Background: an optimization exercise with open tools, aiming at small area and a short achievable clock period. Do not read the settings as production practice.
Where RTL was checked, it was by simulation tests only, not by an equivalence proof against the original.
Power figures rest on the tool's default switching activity, not on a simulated workload.

run A:
## vi_exe
module vi_exe(
input		clk_i,
input		rsn_i,
input		kill_i,
input	[31:0]	instr_i,
input	[31:0]	pc_i,
input	[31:0]	data_a_i,
input	[31:0]	data_b_i,
input	[4:0]	write_addr_i,
input		int_write_enable_i,
output	[31:0]	exe_result_o,
output		exe_illegal_o,
output	[4:0]	mult_wr_en_o,
output	[24:0]	mult_addr_o,
output	[31:0]	mult5_data_o,
output	[31:0]	mult5_instr_o,
output	[31:0]	mult5_pc_o);
Size in the first run: roughly 790 flip-flops, ~0.036 mm2 of cells after synthesis.
==> flow/config.mk <==
export PLATFORM = sky130hd
export DESIGN_NAME = vi_exe
export DESIGN_NICKNAME = vi_exe
export VERILOG_FILES = /design/flow/design.v
export SDC_FILE = /design/flow/constraint.sdc
export NUM_CORES = 4
export LEC_CHECK = 0
export CAP_MARGIN = 20
export CORE_MARGIN = 2
export CORE_UTILIZATION = 55
export CTS_CLUSTER_DIAMETER = 80
export CTS_CLUSTER_SIZE = 28
export SLEW_MARGIN = 20
export SYNTH_HIERARCHICAL = 1
==> flow/constraint.sdc <==
create_clock -name core_clock -period 10.0 [get_ports {clk_i}]
set_input_delay 2.0000 -clock core_clock [delete_from_list [all_inputs] [get_ports {clk_i}]]
set_output_delay 2.0000 -clock core_clock [all_outputs]
set_load 0.01 [all_outputs]
standard.sh (not shown) runs the stock make flow with config.mk's settings and CLKGATE_MAP_FILE= SYNTH_SCRIPT=/design/flow/synth_recipe.tcl, a recipe that flattens the netlist after the stock synthesis.
==> flow/flow/run.sh <==
#!/bin/bash
set -euo pipefail
export SETUP_SLACK_MARGIN=6.8
export POST_GLOBAL_PLACE_TCL="$PWD/flow/ports.tcl"
export BUFFER_PORTS_ARGS="-buffer_cell sky130_fd_sc_hd__buf_2"
bash standard.sh > standard.log 2>&1
==> flow/flow/ports.tcl <==
# Run after global placement (POST_GLOBAL_PLACE_TCL): the flow's buffer_ports
# gave every port a buf_2; the input ports' buffers become buf_1 (the
# resizer may size them up again where timing needs it).
foreach inst [get_cells input*] {
  if {[get_property [get_lib_cells -of_objects $inst] name] == "sky130_fd_sc_hd__buf_2"} {
    replace_cell $inst sky130_fd_sc_hd__buf_1
  }
}
Run A reached the end of the flow, and the finished layout is clean on the timing, design-rule and antenna checks.
Relative to run A, the following input files were edited for run B:
- swapping 55 for 40 in CORE_UTILIZATION
- swapping 20 for 5 in SLEW_MARGIN
- swapping 20 for 5 in CAP_MARGIN
--- outcome ---
Between run B and run A, the sequential power figures differ only marginally. Aggregate routed wire length: run B vs run A up 0.47%. Of run B and run A, it is run B that has the higher antenna cell count. Reported for run B and run A, clock buffer count in the final layout turned out identical to the last digit. The power share of the combinational group number comes out lower for run A vs run B. Looking only at area growth from synthesis to final layout, and setting everything else aside, the lower value of run B and run A goes to run A. In run B, count of filler cells inserted in the layout is higher than in run A.
Changes in run C relative to run B:
- SLEW_MARGIN now 20, was 5
- CAP_MARGIN now 20, was 5
-- flow/flow/run.sh --
<<< run B, line 4
export POST_GLOBAL_PLACE_TCL="$PWD/flow/ports.tcl"
>>> run C, line 4
removed: flow/flow/ports.tcl
==> run notes <==
- The final layout from run C, which completed every stage, passed the timing, design-rule and antenna checks at the end of the flow.
- The launch point of the critical path comes out exe_x[23] in one run and exe_booth_neg[1] in the other, namely in run B and run C respectively.
- Total met2 wirelength after detailed routing ended up 250 um higher on run C than on run B.
- Diff run B -> run C: area share of buffers outside the clock network now larger; switching power share of the total stayed essentially flat.
The following lists how run D was set up differently from run C:
- putting CTS_BUF_LIST at sky130_fd_sc_hd__clkbuf_8 where nothing was set
- swapping 80 for 60 in CTS_CLUSTER_DIAMETER
- swapping 28 for 20 in CTS_CLUSTER_SIZE
-- flow/flow/run.sh --
<<< run C, line 4
>>> run D, line 4
export POST_GLOBAL_PLACE_TCL="$PWD/flow/ports.tcl"
==> flow/flow/ports.tcl (new file) <==
# Run after global placement (POST_GLOBAL_PLACE_TCL): the flow's buffer_ports
# gave every port a buf_2; the input ports' buffers become buf_1 (the
# resizer may size them up again where timing needs it).
foreach inst [get_cells input*] {
  if {[get_property [get_lib_cells -of_objects $inst] name] == "sky130_fd_sc_hd__buf_2"} {
    replace_cell $inst sky130_fd_sc_hd__buf_1
  }
}
==> run notes <==
Run D finished all stages; the layout is clean.
On routed length on met3: between run C and run D, it ends up higher for run D.
On clock skew after layout, run C beats run D.
Run C → run D: number of non-clock buffers in the layout -10; clock power went up; fmax lower.
When run D is set beside run C, its wire length turns out to be 0.64% larger.
Run D vs run C, growth of design area from synthesis to finish went up by 1.5 points.
Diff run C and run D: power lower in run C

---

## sierra
Starting RTL as in the previous note.
clock: 10.0 ns
lec_check: 0
cap_margin: 20
core_margin: 2
core_utilization: 40
cts_cluster_diameter: 80
cts_cluster_size: 28
slew_margin: 20
synth_hierarchical: 1
==> flow/flow/run.sh <==
#!/bin/bash
set -euo pipefail
export SETUP_SLACK_MARGIN=6.8
export PRE_GLOBAL_PLACE_TCL="$PWD/flow/ports.tcl"
export BUFFER_PORTS_ARGS="-inputs -buffer_cell sky130_fd_sc_hd__buf_1"
bash standard.sh > standard.log 2>&1
==> flow/flow/ports.tcl <==
# Run before global placement: buffer the outputs with buf_2 here; the flow's
# own buffer_ports call (BUFFER_PORTS_ARGS) then buffers the inputs with buf_1.
buffer_ports -outputs -buffer_cell sky130_fd_sc_hd__buf_2
The following lists how indigo was set up differently from sierra:
==> flow/flow/run.sh <==
#!/bin/bash
set -euo pipefail
export SETUP_SLACK_MARGIN=6.8
export POST_GLOBAL_PLACE_TCL="$PWD/flow/ports.tcl"
export BUFFER_PORTS_ARGS="-buffer_cell sky130_fd_sc_hd__buf_2"
bash standard.sh > standard.log 2>&1
==> flow/flow/ports.tcl <==
# Run after global placement (POST_GLOBAL_PLACE_TCL): the flow's buffer_ports
# gave every port a buf_2; the input ports' buffers become buf_1 (the
# resizer may size them up again where timing needs it).
foreach inst [concat [get_cells input*] [get_cells output*]] {
  if {[get_property [get_lib_cells -of_objects $inst] name] == "sky130_fd_sc_hd__buf_2"} {
    replace_cell $inst sky130_fd_sc_hd__buf_1
  }
}
### Flow results
Cmp indigo vs sierra: fraction of met1 tracks used by global routing higher in indigo
As far as net count after synthesis goes, indigo and sierra are indistinguishable; the numbers are identical.
indigo vs. sierra: sum of internal, switching and leakage power picked up an extra about 0.9%; clock share of power neither gained nor lost much.
What raven does differently from indigo at the input level:
diff --git a/flow/flow/ports.tcl b/flow/flow/ports.tcl
--- a/flow/flow/ports.tcl
+++ b/flow/flow/ports.tcl
@@ -3,3 +3,3 @@
 # resizer may size them up again where timing needs it).
-foreach inst [concat [get_cells input*] [get_cells output*]] {
+foreach inst [get_cells input*] {
   if {[get_property [get_lib_cells -of_objects $inst] name] == "sky130_fd_sc_hd__buf_2"} {
Notes after the runs:
- raven reached the final stage; the timing, design-rule and antenna checks on its layout passed.
- Reported for indigo and raven, floorplan die area turned out identical to the last digit.
- Worst hold slack: raven vs indigo down 28 ps
- Fraction of power consumed by sequential logic, indigo and raven: larger value in raven
- Across both runs, number of ordinary and repair buffers in the finished layout was higher for raven than for indigo.
- Relative to indigo, worst endpoint data arrival time has gone up in raven.
- Any difference in via count between indigo and raven is small enough to ignore.
- Summary of the comparison: time the final worst path needs with I/O delays and setup is higher in raven, relative to indigo.
- Cell count: indigo vs raven — no meaningful difference
- Routed wire length: higher on indigo
- Comparing raven with indigo, the fmax came out essentially unchanged.
- raven -> indigo: simple-gate area share of the yosys netlist delta 0, exact match
#### Input delta (ember over raven)
# raven
export LEC_CHECK = 0
export CAP_MARGIN = 20
export CORE_MARGIN = 2
export CORE_UTILIZATION = 40
export CTS_CLUSTER_DIAMETER = 80
export CTS_CLUSTER_SIZE = 28
export SLEW_MARGIN = 20
export SYNTH_HIERARCHICAL = 1
create_clock -name core_clock -period 10.0 [get_ports {clk_i}]
# ember
export LEC_CHECK = 0
export CAP_MARGIN = 20
export CORE_MARGIN = 2
export CORE_UTILIZATION = 40
export CTS_CLUSTER_DIAMETER = 80
export CTS_CLUSTER_SIZE = 28
export PLACE_DENSITY = 0.75
export SLEW_MARGIN = 20
export SYNTH_HIERARCHICAL = 1
create_clock -name core_clock -period 10.0 [get_ports {clk_i}]
### Flow results
Both conditions hold for ember: the flow ran to the end and the final layout passed the timing, design-rule and antenna checks. Clock transition at the register clock pins on the worst setup and hold paths after CTS: raven vs ember, no meaningful difference. Compared ember vs raven, and worst slack after detailed placement is up in ember. ember ends up with a combinational share of power that is 0.6 points lower than in raven. ember vs raven: met2 track demand over resource down in ember. Post-route core utilization up 0.17 points in ember wrt raven. Relative to raven, clock power has increased by about 7% in ember. From raven to ember the numbers moved as follows: proportion of power drawn by the clock network went up by 1.4 points, sum of routed wire length over all layers shows a reduction of 2.5%, fraction of area in multi-input gates -0.18 points, power went up about 1.8%.

---

== old ==
vi_exe, a different RTL version from the one above (not shown whole).
Size in the first run: ~300 I/O pins, roughly 36000 um^2 of cells after synthesis.
Design vi_exe, start of the top module:
module vi_exe(
input		clk_i,
input		rsn_i,
input		kill_i,
input	[31:0]	instr_i,
input	[31:0]	pc_i,
input	[31:0]	data_a_i,
input	[31:0]	data_b_i,
input	[4:0]	write_addr_i,
input		int_write_enable_i,
output	[31:0]	exe_result_o,
output		exe_illegal_o,
output	[4:0]	mult_wr_en_o,
output	[24:0]	mult_addr_o,
output	[31:0]	mult5_data_o,
output	[31:0]	mult5_instr_o,
output	[31:0]	mult5_pc_o);
Settings: LEC_CHECK=0, CAP_MARGIN=20, CORE_MARGIN=2, CORE_UTILIZATION=40, CTS_CLUSTER_DIAMETER=80, CTS_CLUSTER_SIZE=28, SLEW_MARGIN=20, SYNTH_HIERARCHICAL=1; clock period 10.0 ns.
==> flow/flow/run.sh <==
#!/bin/bash
set -euo pipefail
export SETUP_SLACK_MARGIN=7.0
export BUFFER_PORTS_ARGS="-buffer_cell sky130_fd_sc_hd__buf_2"
bash standard.sh > standard.log 2>&1
What new does differently from old at the input level:
==> flow/flow/run.sh <==
#!/bin/bash
set -euo pipefail
export SETUP_SLACK_MARGIN=6.8
export BUFFER_PORTS_ARGS="-buffer_cell sky130_fd_sc_hd__buf_2"
bash standard.sh > standard.log 2>&1
new can be clocked slower than old.
Between new and old, it is new whose actual slew at the worst max-slew pin is higher, by 0.12 ns.
Of new and old, the higher first-pass detailed-route iteration total belongs to new.
As of new, switching power of the nets had fallen by a few percent compared to old.
Routed wire length: new and old compared, lower one is new
Summary — power, new relative to old: lower, by 140 uW.
Of new and old, the run reporting the higher met3 wire length was old.
No run of this note included a check of the RTL's function; only the layout flow was run.

## separate check: timing with driven ports
No port has a modelled driver above. Below, the same layouts with a new extraction and two added sets of constraints. Step 1 sets driving cells, clkbuf_16 on the clock port and buf_2 on the other inputs (assumed; they add their load-dependent delay and slew). Step 2 times the ports against the registers' clock, not the clock port: input delays grow and output delays shrink by t, the midpoint of the rising clock arrivals with the driver on. Three values: no drivers, after step 1, after step 2; two values: the first two.
run	shift t [ns]	setup slack, ns	clock arrival spread, ns	worst register clock-pin slew, ns
run A	0.657	6.851 / 6.791 / 6.226	0.035 / 0.035	0.11 / 0.11
run B	0.678	6.847 / 6.791 / 6.241	0.045 / 0.045	0.11 / 0.11
run C	0.676	6.852 / 6.800 / 6.389	0.063 / 0.063	0.11 / 0.11
run D	0.780	6.768 / 6.712 / 6.180	0.093 / 0.093	0.12 / 0.12
sierra	0.693	6.846 / 6.812 / 6.304	0.046 / 0.047	0.11 / 0.11
indigo	0.693	6.856 / 6.787 / 6.219	0.042 / 0.042	0.11 / 0.11
raven	0.679	6.849 / 6.794 / 6.253	0.043 / 0.044	0.11 / 0.11
ember	0.702	6.819 / 6.794 / 6.225	0.047 / 0.047	0.11 / 0.11
old	0.678	6.837 / 6.820 / 6.221	0.062 / 0.062	0.11 / 0.11
new	0.679	6.743 / 6.743 / 6.168	0.080 / 0.080	0.11 / 0.11
After both steps every run listed still meets setup and hold. The setup slack of indigo, which loses most, moves by -0.069 ns with the drivers and by -0.637 ns with both steps.
